From an optimization exercise on the open Yosys and OpenROAD flow, aimed at small area, a short achievable clock period and few clock cycles per item; shortcuts taken in it are not production practice.
Function was checked by simulation only, so behaviour that the tests miss may differ from the original.

==> flow/design.v (outline; a module is shown in full before it is edited, if it fits) <==
// module full_adder: 10 lines
// module ntt_bfly: 929 lines
// module c_inv: 1 lines
// module c_buf: 1 lines
// module c_nand2: 1 lines
// module c_nor2: 1 lines
// module c_and2: 1 lines
// module c_or2: 1 lines
// module c_xor2: 1 lines
// module c_xnor2: 1 lines
// module c_a21o: 1 lines
// module c_o22ai: 1 lines
// module c_a22o: 1 lines
// module c_ha: 1 lines
// module c_nand2b: 1 lines
module ntt_bfly (
    input clk,
    input rst,
    input in_valid,
    input inv,
    input sub,
    input [16:0] a,
    input [16:0] b,
    input [16:0] tf,
    output out_valid,
    output [16:0] p
    );
  // ...
==> flow/flow/run.sh <==
#!/bin/bash
# Own flow: the standard layout (standard.sh: the standard synthesis and
# steps), except:
#  - the cells that buffer_ports puts on the ports: buf_2 on each output
#    (hook before global placement), buf_1 on each input.  Every port still
#    gets a buffer of its own.
#  - clock tree synthesis without dummy load cells.
set -euo pipefail
here=$(pwd)
printf 'buffer_ports -outputs -buffer_cell sky130_fd_sc_hd__buf_2\n' > "$here/buffer_outputs.tcl"
export PRE_GLOBAL_PLACE_TCL="$here/buffer_outputs.tcl"
export BUFFER_PORTS_ARGS="-inputs -buffer_cell sky130_fd_sc_hd__buf_1"
export CTS_ARGS="-sink_clustering_enable -repair_clock_nets -dont_use_dummy_load -buf_list sky130_fd_sc_hd__clkbuf_16 -sink_clustering_size 72 -sink_clustering_max_diameter 500"
bash standard.sh finish > standard_make.log 2>&1
==> flow/standard.sh <==
#!/bin/bash
# synth_recipe.tcl (not shown) runs the flow's synth.tcl, then flattens the netlist and writes it again
# the make line also repeats each setting of config.mk as NAME=value (left out here)
make -C /OpenROAD-flow-scripts/flow DESIGN_CONFIG=/design/flow/config.mk WORK_HOME=/design/flow/orfs CLKGATE_MAP_FILE= SYNTH_SCRIPT=/design/flow/synth_recipe.tcl "${@:-finish}"
==> flow/config.mk <==
export PLATFORM = sky130hd
export DESIGN_NAME = ntt_bfly
export DESIGN_NICKNAME = ntt_bfly
export VERILOG_FILES = /design/flow/design.v
export SDC_FILE = /design/flow/constraint.sdc
export NUM_CORES = 4
export LEC_CHECK = 0
export CAP_MARGIN = 20
export CORE_MARGIN = 2
export CORE_UTILIZATION = 40
export GPL_TIMING_DRIVEN = 0
export SLEW_MARGIN = 20
export SYNTH_HIERARCHICAL = 1
==> flow/constraint.sdc <==
create_clock -name core_clock -period 42.0 [get_ports {clk}]
set_input_delay 8.4000 -clock core_clock [delete_from_list [all_inputs] [get_ports {clk}]]
set_output_delay 8.4000 -clock core_clock [all_outputs]
set_load 0.01 [all_outputs]
==> impl_metrics.csv, run 1 <==
group,metric,value,unit
outcome,outcome,"finished clean",
sta,worst_slack,32.83,ns
cells_and_area,fillerInstances,2345,
routing,route.vias.total,7454,
critical_path,critical_path.endpoint,"out_valid",
global_route,top_usage_layer,"met2",
logic_synthesis,postSynthRegisterBits,72,
routing,dr.first_iter.drc_count,764,
run,maxCapViolCount,0,
critical_path,worstPathArrival,0.77,ns
critical_path,cp.depth,1,
min_path,hold_class,"reg2reg",
routing,routedWlPerCell,20.7,um
cells_and_area,multiInputGateArea,7660,um^2
global_route,grt_pass1_vias,7663,
critical_path,worstPathCellList,"buf_2",
floorplanning,start_util,0.404,
floorplanning,die_h,158,um
min_path,min_from,"v0",
critical_path,rr_endpoint,"p_q[15]",
cells_and_area,clock_buffers,9,
clock_network,root_buffer,"clkbuf_16",
place,dp_cells,1344,
clock_network,holdBufCountCts,0,
logic_synthesis,yosysMostFrequentCell,"o22ai_1",
routing,drc,0,
routing,vias_per_cell,5.51,
place,place_ws,33.19,ns
logic_synthesis,synthArstFlopShare,0,
cells_and_area,final_common_cell,"o22ai_1",
clock_network,clk_latency,0.35,ns
place,dpl-instance-area,10200,um^2
sta,hold_violations,0,
Testbench counts, summed over its fixed seeds: cycles 24,008, items 24,000.
==> run 2, diff against run 1 <==
--- a/flow/flow/run.sh
+++ b/flow/flow/run.sh
@@ -10,5 +10,5 @@
 printf 'buffer_ports -outputs -buffer_cell sky130_fd_sc_hd__buf_2\n' > "$here/buffer_outputs.tcl"
 export PRE_GLOBAL_PLACE_TCL="$here/buffer_outputs.tcl"
 export BUFFER_PORTS_ARGS="-inputs -buffer_cell sky130_fd_sc_hd__buf_1"
-export CTS_ARGS="-sink_clustering_enable -repair_clock_nets -dont_use_dummy_load -buf_list sky130_fd_sc_hd__clkbuf_16 -sink_clustering_size 72 -sink_clustering_max_diameter 500"
+export CTS_ARGS="-sink_clustering_enable -repair_clock_nets -dont_use_dummy_load -buf_list sky130_fd_sc_hd__clkbuf_4 -sink_clustering_size 24 -sink_clustering_max_diameter 200"
 bash standard.sh finish > standard_make.log 2>&1
--- a/flow/config.mk
+++ b/flow/config.mk
@@ -7,7 +7,7 @@
 export LEC_CHECK = 0
 export CAP_MARGIN = 20
 export CORE_MARGIN = 2
-export CORE_UTILIZATION = 40
+export CORE_UTILIZATION = 55
 export GPL_TIMING_DRIVEN = 0
 export SLEW_MARGIN = 20
 export SYNTH_HIERARCHICAL = 1
==> run 2 against run 1 <==
Non-clock buffer count grew 1; flip-flop and latch count is the same; core utilization rose by 16 points; routed wire length fell by 2.5%; global-route usage increased by 7.2 points; clock skew increased by 0.0042 ns; count of clock-buffer cells in the layout is the same; final cell count down 7.1%; synthesized cell count stayed put; critical path type unchanged; highest routed layer unchanged.
==> impl_metrics.csv, run 2 <==
group,metric,value,unit
critical_path,crit_buf_inv,1,
global_route,grt_pass1_wl,42.2,mm
sta,tns,0,ns
routing,ant_nets,0,
logic_synthesis,ys_warn_count,7,
logic_synthesis,synth-edff-count,0,
floorplanning,dieWidth,135,um
clock_network,clk_latency,0.44,ns
routing,drt-total-wl,27.3,mm
logic_synthesis,synthArstFlopShare,0,
run,maxCapViolCount,0,
sta,worst_slew_margin_rel,0.165,
sta,worst_slack,32.70,ns
routing,vias_per_cell,5.93,
logic_synthesis,synthTopCellsByCount,"160 x o22ai_1, 155 x xor2_1, 145 x fa_1",
clock_network,cts_buffer_depth,2,
place,dp_hpwl,20.3,mm
cells_and_area,final_area,10100,um^2
clock_network,holdBufCountCts,0,
outcome,outcome,"finished clean",
cells_and_area,drive_gt1_frac,0.0638,
critical_path,cp-start-kind,"flop",
routing,dr.pass1.iters,7,
global_route,antenna_found_initial,1,
global_route,grt_use_total,0.309,
sta,fin_worst_skew,0.0255,ns
cells_and_area,most-common-layout-cells,"160 x o22ai_1, 155 x xor2_1, 145 x fa_1",
cells_and_area,nets,1272,
cells_and_area,area_delta_synth_final,7.12,%
clock_network,htree_levels,3,
critical_path,worstPathArrival,0.90,ns
clock_network,cts_tree,"built",
routing,route.vias.total,7448,
cells_and_area,ff_latch_area,1440,um^2
critical_path,cp_top_family,"flip-flops",
cells_and_area,utilization,0.605,
routing,drc,0,
clock_network,post_cts_resize_count,0,
logic_synthesis,synthDistinctLibCells,16,
logic_synthesis,seq_area_frac_synth,0.153,
logic_synthesis,yosysTopAreaCell,"fa_1",
logic_synthesis,syn_area_per_cell,9.92,um^2
clock_network,cts_sinks,72,
clock_network,cts_setup_buffers,0,
sta,slew_violations,0,
sta,fin_crit,9.30,ns
place,place_ws,33.17,ns
sta,tightest_slew,1.25,ns
logic_synthesis,postSynthRegisterBits,72,
routing,dr.first_iter.drc_count,895,
sta,max_freq,0.107,GHz
cells_and_area,final_common_cell,"o22ai_1",
global_route,overflow,0,
clock_network,root_buffer,"clkbuf_4",
floorplanning,die_h,135,um
place,dpl-instance-area,10000,um^2
logic_synthesis,syn-num-nets,1186,
critical_path,worstSetupPathType,"reg2out",
critical_path,crit_path_max_fanout,1,
logic_synthesis,synthTopCellsByArea,"fa_1 31%, dfxtp_1 15%, xor2_1 14%",
routing,routedWlPerCell,21.7,um
sta,hold_violations,0,
place,port_buffers,73,
sta,final.period_utilization,0.222,
critical_path,end_kind,"output pin",
logic_synthesis,synthFlopType,"dfxtp_1",
min_path,hold_class,"reg2reg",
sta,setup_viol,0,
floorplanning,start_util,0.565,
critical_path,worstPathCellList,"buf_2",
critical_path,cpPeakStageDelay,0.34,ns
logic_synthesis,syn_inst,951,
logic_synthesis,yosysTopAreaCellShare,0.308,
global_route,grt_pass1_vias,7389,
cells_and_area,fillerInstances,1536,
critical_path,required,33.60,ns
critical_path,cp_slowest_cell,"dfxtp_1",
floorplanning,dieArea,18200,um^2
cells_and_area,multiInputGateArea,7650,um^2
clock_network,cts_buffers,9,
floorplanning,fp-row-count,47,
global_route,grt_max_degree,20,
floorplanning,coreArea,16700,um^2
logic_synthesis,netlist_area,9430,um^2
sta,rsz0062_at_grt,"false",
clock_network,cts.clk_slew.worst_paths,0.12,ns
floorplanning,num_io_pins,74,
place,routabilityCongestion,0.952,
logic_synthesis,yosysMostFrequentCell,"o22ai_1",
[run 2: metrics by stage]
stage	hold WS, ns	cells
floorplan	0.414	951
global placement	0.419	1244
finish	0.425	1257
CTS	0.431	1254
detailed placement	0.425	1245
global route	0.455	1256
[run 2: area by class of cell]
cell class,instances,share of cell area
inverter,22,0.00817
timing repair buffer,75,0.0316
tap,220,0.0272
antenna,2,0.000495
multi-input combinational,822,0.757
clock buffer,9,0.00669
sequential,72,0.143
buffer,35,0.0260
[run 2: kinds of logic after synthesis]
group / Yosys count / share of synthesized area
flops: 72 / 0.153
simple gates: 211 / 0.104
compound gates: 196 / 0.135
fa+ha+maj: 179 / 0.353
xor+xnor: 236 / 0.219
buf+inv: 57 / 0.0366
[run 2: worst paths after layout]
check	startpoint	endpoint	slack (ns)	depth (start not counted)
hold / removal	v0	v1	0.42	1
hold reg to reg	v0	v1	0.42	1
setup reg to reg	tf_q[1]	p_q[15]	34.16	24
setup / recovery	p_q[13]	p[13]	32.70	1
[run 2: per-module statistics from Yosys (local to each module, per instance), a selection]
module / cell area [um^2] / cells inside / flops+latches / copies in the design
c_nand2b: 6.26 / 1 / 0 / 8
c_a22o: 8.76 / 1 / 0 / 1
ntt_bfly: 1450 / 74 / 72 / 1
c_xnor2: 8.76 / 1 / 0 / 81
c_nor2: 3.75 / 1 / 0 / 106
c_xor2: 8.76 / 1 / 0 / 155
c_o22ai: 6.26 / 1 / 0 / 160
c_or2: 6.26 / 1 / 0 / 29
c_ha: 12.5 / 1 / 0 / 34
c_inv: 3.75 / 1 / 0 / 22
c_and2: 6.26 / 1 / 0 / 35
[run 2: routing by layer]
layer | share of wire | wire (um) | global-route usage | vias to the layer above
met4 | 0.036 | 992 | 0.107 | 0
met3 | 0.13 | 3420 | 0.0739 | 88
met2 | 0.45 | 12200 | 0.488 | 495
met5 | 0 | 0 | 0 | -
met1 | 0.39 | 10600 | 0.417 | 3497
li1 | - | - | - | 3368
==> run 3, diff against run 2 <==
--- a/flow/flow/run.sh
+++ b/flow/flow/run.sh
@@ -10,5 +10,5 @@
 printf 'buffer_ports -outputs -buffer_cell sky130_fd_sc_hd__buf_2\n' > "$here/buffer_outputs.tcl"
 export PRE_GLOBAL_PLACE_TCL="$here/buffer_outputs.tcl"
 export BUFFER_PORTS_ARGS="-inputs -buffer_cell sky130_fd_sc_hd__buf_1"
-export CTS_ARGS="-sink_clustering_enable -repair_clock_nets -dont_use_dummy_load -buf_list sky130_fd_sc_hd__clkbuf_4 -sink_clustering_size 24 -sink_clustering_max_diameter 200"
+export CTS_ARGS="-sink_clustering_enable -repair_clock_nets -dont_use_dummy_load -buf_list sky130_fd_sc_hd__clkbuf_8 -sink_clustering_size 24 -sink_clustering_max_diameter 200"
 bash standard.sh finish > standard_make.log 2>&1
==> run 3 against run 2 <==
Sequential share of layout area decreased by 0.072 points; hold slack got worse by 0.0044 ns; synthesized area unchanged; global-route usage increased by 0.11 points; first-iteration DRC count decreased by 8.5%; setup slack improved by 0.093 ns; still clean; flip-flop and latch count unchanged.
==> impl_metrics.csv, run 3 <==
group,metric,value,unit
clock_network,cts_sinks,72,
sta,fin_crit,9.21,ns
critical_path,cp-start-kind,"flop",
logic_synthesis,synthArstFlopShare,0,
clock_network,cts.clk_slew.worst_paths,0.09,ns
clock_network,cts_setup_buffers,0,
clock_network,cts_buffer_depth,2,
logic_synthesis,yosysMostFrequentCell,"o22ai_1",
sta,slew_violations,0,
clock_network,clk_latency,0.37,ns
global_route,grt_pass1_wl,42.3,mm
routing,ant_nets,0,
logic_synthesis,syn_area_per_cell,9.92,um^2
sta,hold_violations,0,
sta,worst_slew_margin_rel,0.188,
cells_and_area,utilization,0.608,
logic_synthesis,netlist_area,9430,um^2
routing,dr.pass1.iters,8,
clock_network,cts_buffers,9,
logic_synthesis,postSynthRegisterBits,72,
sta,setup_viol,0,
global_route,grt_max_degree,20,
min_path,min_delay_path_depth,1,
outcome,outcome,"finished clean",
critical_path,worstPathArrival,0.81,ns
run,maxCapViolCount,0,
critical_path,crit_path_max_fanout,1,
clock_network,post_cts_resize_count,0,
place,port_buffers,73,
clock_network,root_buffer,"clkbuf_8",
sta,tns,0,ns
global_route,overflow,0,
cells_and_area,final_common_cell,"o22ai_1",
sta,final.period_utilization,0.219,
cells_and_area,fillerInstances,1525,
sta,tightest_slew,1.21,ns
global_route,grt_pass1_vias,7407,
cells_and_area,multiInputGateArea,7650,um^2
routing,route.vias.total,7425,
critical_path,ff2ff_setup_slack,34.14,ns
global_route,grt_use_total,0.310,
floorplanning,start_util,0.565,
global_route,antenna_found_initial,1,
logic_synthesis,synth-edff-count,0,
logic_synthesis,syn_inst,951,
floorplanning,num_io_pins,74,
logic_synthesis,yosysTopAreaCellShare,0.308,
cells_and_area,nets,1272,
clock_network,htree_levels,3,
routing,routedWlPerCell,21.7,um
critical_path,required,33.60,ns
logic_synthesis,synthTopCellsByArea,"fa_1 31%, dfxtp_1 15%, xor2_1 14%",
logic_synthesis,syn-num-nets,1186,
logic_synthesis,ys_warn_count,7,
critical_path,cp_top_family,"flip-flops",
cells_and_area,drive_gt1_frac,0.0638,
cells_and_area,insertedDiodeCount,0,
logic_synthesis,yosysTopAreaCell,"fa_1",
critical_path,end_kind,"output pin",
cells_and_area,area_delta_synth_final,7.67,%
place,routabilityCongestion,0.952,
sta,fin_worst_skew,0.0233,ns
floorplanning,fp-row-count,47,
critical_path,r2r_cells,24,
critical_path,cpPeakStageDelay,0.33,ns
routing,drc,0,
place,dp_hpwl,20.3,mm
logic_synthesis,synthTopCellsByCount,"160 x o22ai_1, 155 x xor2_1, 145 x fa_1",
critical_path,worstSetupPathType,"reg2out",
min_path,hold_class,"reg2reg",
logic_synthesis,synthFlopType,"dfxtp_1",
critical_path,worstPathCellList,"buf_2",
floorplanning,coreArea,16700,um^2
routing,dr.first_iter.drc_count,819,
cells_and_area,most-common-layout-cells,"160 x o22ai_1, 155 x xor2_1, 145 x fa_1",
clock_network,holdBufCountCts,0,
cells_and_area,final_area,10200,um^2
min_path,min_delay_worst_endpoint,"v1",
logic_synthesis,seq_area_frac_synth,0.153,
cells_and_area,ff_latch_area,1440,um^2
critical_path,crit_buf_inv,1,
place,dp_cells,1245,
min_path,min_from,"v0",
sta,max_freq,0.109,GHz
floorplanning,dieArea,18200,um^2
sta,rsz0062_at_grt,"false",
clock_network,cts_tree,"built",
cells_and_area,final_cells,1255,
routing,vias_per_cell,5.92,
critical_path,cp_slowest_cell,"dfxtp_1",
logic_synthesis,synthDistinctLibCells,16,
place,dpl-instance-area,10000,um^2
routing,drt-total-wl,27.3,mm
critical_path,rr_endpoint,"p_q[15]",
floorplanning,dieWidth,135,um
critical_path,worstReg2RegStart,"tf_q[1]",
floorplanning,die_h,135,um
-- run 3: how the worst max path moves through the flow --
stage | start | to | slack, ns | depth (start not counted)
5_1_grt | p_q[13] | p[13] | 32.74 | 1
4_1_cts | p_q[13] | p[13] | 32.75 | 1
6_report | p_q[13] | p[13] | 32.79 | 1
3_5_place_dp | p_q[13] | p[13] | 33.17 | 1
2_1_floorplan | v1 | out_valid | 33.27 | 0
3_3_place_gp | p_q[0] | p[0] | 33.20 | 1
-- run 3: area by class of cell --
class,instances,share of cell area
Sequential cell,72,0.142
Buffer,35,0.0259
Timing Repair Buffer,75,0.0314
Inverter,22,0.00813
Clock buffer,9,0.0122
Multi-Input combinational cell,822,0.753
Tap cell,220,0.0271
-- run 3: per-module statistics from Yosys, one instance, submodules excluded, excerpt --
module	cells inside	flops+latches	copies in the design
c_a22o	1	0	1
c_o22ai	1	0	160
c_buf	1	0	35
c_xnor2	1	0	81
c_nand2b	1	0	8
c_a21o	1	0	35
c_inv	1	0	22
ntt_bfly	74	72	1
c_nand2	1	0	31
c_ha	1	0	34
c_nor2	1	0	106
c_and2	1	0	35
c_or2	1	0	29
c_xor2	1	0	155
-- run 3: logic make-up (layout without fill, tap and decap cells) --
kind of cell	count (synthesis)	count (layout)	synth area share
XOR/XNOR	236	236	0.219
AND/OR/NAND/NOR	211	211	0.104
flip-flops	72	72	0.153
adder cells (fa/ha/maj)	179	179	0.353
AO/OA/AOI/OAI	196	196	0.135
buffers and inverters	57	141	0.0366
-- run 3: stage by stage --
step / setup slack (ns) / hold slack (ns)
after global routing: 32.74 / 0.456
after detailed placement: 33.17 / 0.425
after floorplan: 33.27 / 0.414
after global placement: 33.20 / 0.419
final: 32.79 / 0.420
after CTS: 32.75 / 0.424
-- run 3: per-layer routing --
metal  global-route usage  routed length [um]  up-vias
met5                    0                   7        -
met4                0.111                1050        2
met2                0.490               12100      479
met3               0.0830                3270       94
met1                0.411               10900     3481
li1                     -                   -     3369
==> run 4, diff against run 3 <==
--- a/flow/config.mk
+++ b/flow/config.mk
@@ -7,7 +7,7 @@
 export LEC_CHECK = 0
 export CAP_MARGIN = 20
 export CORE_MARGIN = 2
-export CORE_UTILIZATION = 55
+export CORE_UTILIZATION = 40
 export GPL_TIMING_DRIVEN = 0
 export SLEW_MARGIN = 20
 export SYNTH_HIERARCHICAL = 1
==> run 4 against run 3 <==
Flip-flop and latch count is the same; synthesized cell count unchanged; via count is 0.57% higher; critical path depth stayed put; clock skew is 0.0040 ns higher; still clean; maximum frequency rose by 0.13%.
==> impl_metrics.csv, run 4 <==
group,metric,value,unit
outcome,outcome,"finished clean",
place,port_buffers,73,
global_route,antenna_found_initial,0,
critical_path,worstPathArrival,0.80,ns
clock_network,holdBufCountCts,0,
sta,hold_violations,0,
critical_path,ff2ff_setup_slack,34.23,ns
routing,ant_nets,0,
sta,slew_violations,0,
floorplanning,start_util,0.404,
logic_synthesis,postSynthRegisterBits,72,
critical_path,cp.depth,1,
routing,dr.pass1.iters,5,
floorplanning,dieWidth,158,um
floorplanning,coreArea,23300,um^2
sta,tightest_slew,1.22,ns
critical_path,cpPeakStageDelay,0.31,ns
logic_synthesis,netlist_area,9430,um^2
clock_network,clk_latency,0.37,ns
min_path,hold_class,"reg2reg",
logic_synthesis,synthDistinctLibCells,16,
cells_and_area,insertedDiodeCount,0,
logic_synthesis,syn-num-nets,1186,
logic_synthesis,yosysMostFrequentCell,"o22ai_1",
logic_synthesis,syn_area_per_cell,9.92,um^2
floorplanning,fp-row-count,56,
routing,routedWlPerCell,20.7,um
critical_path,cp_top_family,"flip-flops",
clock_network,post_cts_resize_count,0,
routing,route.vias.total,7467,
clock_network,htree_levels,3,
global_route,grt_pass1_vias,7643,
critical_path,end_kind,"output pin",
sta,tns,0,ns
logic_synthesis,synthArstFlopShare,0,
cells_and_area,nets,1271,
critical_path,cp_slowest_cell,"dfxtp_1",
logic_synthesis,seq_area_frac_synth,0.153,
critical_path,r2r_cells,24,
routing,drt-total-wl,27.9,mm
sta,fin_crit,9.20,ns
run,maxCapViolCount,0,
sta,rsz0062_at_grt,"false",
logic_synthesis,yosysTopAreaCell,"fa_1",
cells_and_area,most-common-layout-cells,"160 x o22ai_1, 153 x xor2_1, 145 x fa_1",
clock_network,cts_tree,"built",
logic_synthesis,synthTopCellsByArea,"fa_1 31%, dfxtp_1 15%, xor2_1 14%",
sta,final.period_utilization,0.219,
clock_network,cts_buffers,9,
place,routabilityCongestion,0.964,
sta,max_freq,0.109,GHz
critical_path,cp-start-kind,"flop",
logic_synthesis,ys_warn_count,7,
logic_synthesis,yosysTopAreaCellShare,0.308,
routing,dr.first_iter.drc_count,835,
place,dp_hpwl,20.5,mm
floorplanning,die_h,158,um
logic_synthesis,synthTopCellsByCount,"160 x o22ai_1, 155 x xor2_1, 145 x fa_1",
cells_and_area,area_delta_synth_final,9.02,%
cells_and_area,utilization,0.441,
cells_and_area,drive_gt1_frac,0.0648,
critical_path,required,33.60,ns
global_route,overflow,0,
floorplanning,num_io_pins,74,
critical_path,worstPathCellList,"buf_2",
clock_network,root_buffer,"clkbuf_8",
routing,vias_per_cell,5.52,
logic_synthesis,syn_inst,951,
critical_path,crit_path_max_fanout,1,
floorplanning,dieArea,24800,um^2
clock_network,cts_setup_buffers,0,
logic_synthesis,synthFlopType,"dfxtp_1",
global_route,grt_pass1_wl,43.7,mm
critical_path,worstSetupPathType,"reg2out",
global_route,grt_max_degree,20,
sta,setup_viol,0,
sta,fin_worst_skew,0.0273,ns
sta,worst_slew_margin_rel,0.181,
cells_and_area,final_common_cell,"o22ai_1",
clock_network,cts_sinks,72,
clock_network,cts.clk_slew.worst_paths,0.09,ns
clock_network,cts_buffer_depth,2,
critical_path,crit_buf_inv,1,
global_route,grt_use_total,0.236,
min_path,min_delay_path_depth,1,
routing,drc,0,
logic_synthesis,synth-edff-count,0,
-- run 4: cell counts after synthesis --
No cell type changed its count.
-- run 4: logic make-up after synthesis --
group | Yosys count | synth area share
compound gates | 196 | 0.135
xor+xnor | 236 | 0.219
fa+ha+maj | 179 | 0.353
buf+inv | 57 | 0.0366
flops | 72 | 0.153
simple gates | 211 | 0.104
-- run 4: path summary, 6_finish.rpt --
path                to    start
max reg2reg    p_q[15]  tf_q[1]
max          out_valid       v1
min reg2reg         v1       v0
min                 v1       v0
-- run 4: per-stage QoR --
stage	worst slack [ns]	cells	hold slack [ns]	area (um^2)
floorplan	33.27	951	0.414	9430
global placement	33.18	1343	0.429	10100
detailed placement	33.19	1344	0.422	10200
CTS	32.76	1353	0.445	10300
global route	32.74	1353	0.475	10300
finish	32.80	1353	0.441	10300
-- run 4: modules after synthesis (local to each module, per instance), excerpt --
module / area, um^2 / cells inside / flip-flops and latches / times used
c_a21o: 7.51 / 1 / 0 / 35
c_and2: 6.26 / 1 / 0 / 35
c_ha: 12.5 / 1 / 0 / 34
c_nand2b: 6.26 / 1 / 0 / 8
c_nor2: 3.75 / 1 / 0 / 106
c_o22ai: 6.26 / 1 / 0 / 160
c_or2: 6.26 / 1 / 0 / 29
full_adder: 20.0 / 1 / 0 / 145
-- run 4: area by class of cell --
cell class | count | area, um^2
fill | 2351 | 13100
multi-input combinational | 822 | 7660
sequential | 72 | 1440
tap | 319 | 399
timing repair buffer | 74 | 308
buffer | 35 | 263
clock buffer | 9 | 124
inverter | 22 | 82.6
-- run 4: routing by layer --
| layer | global-route usage | vias to the layer above | wire length, um |
|---|---|---|---|
| li1 | - | 3376 | - |
| met3 | 0.0642 | 85 | 3360 |
| met5 | 0 | - | 0 |
| met4 | 0.104 | 0 | 1050 |
| met1 | 0.310 | 3530 | 11300 |
| met2 | 0.365 | 476 | 12300 |

-- separate check: timing with driven ports --
In the flow no input, the clock included, has a driving cell. The finished layouts below were timed again as built, in two steps. Step 1 sets driving cells, clkbuf_16 on the clock port and buf_2 on the other inputs (assumed; they add their load-dependent delay and slew). Step 2 also shifts input and output timing later by t, the mid clock arrival at the registers, as if the neighbouring blocks saw the same clock. Three values: ideal ports, drivers, drivers and shift; two values: the first two.
run | t (ns) | setup slack, ns | hold WS [ns] | cell pins on the clock port's net
run 1 | 0.382 | 32.832 / 32.785 / 33.167 | 0.435 / 0.435 / 0.435 | 1
run 2 | 0.465 | 32.695 / 32.655 / 33.119 | 0.425 / 0.425 / 0.425 | 1
run 3 | 0.395 | 32.789 / 32.748 / 33.143 | 0.420 / 0.420 / 0.420 | 1
run 4 | 0.400 | 32.801 / 32.757 / 33.157 | 0.441 / 0.441 / 0.441 | 1
After both steps setup and hold are still met in every run listed.
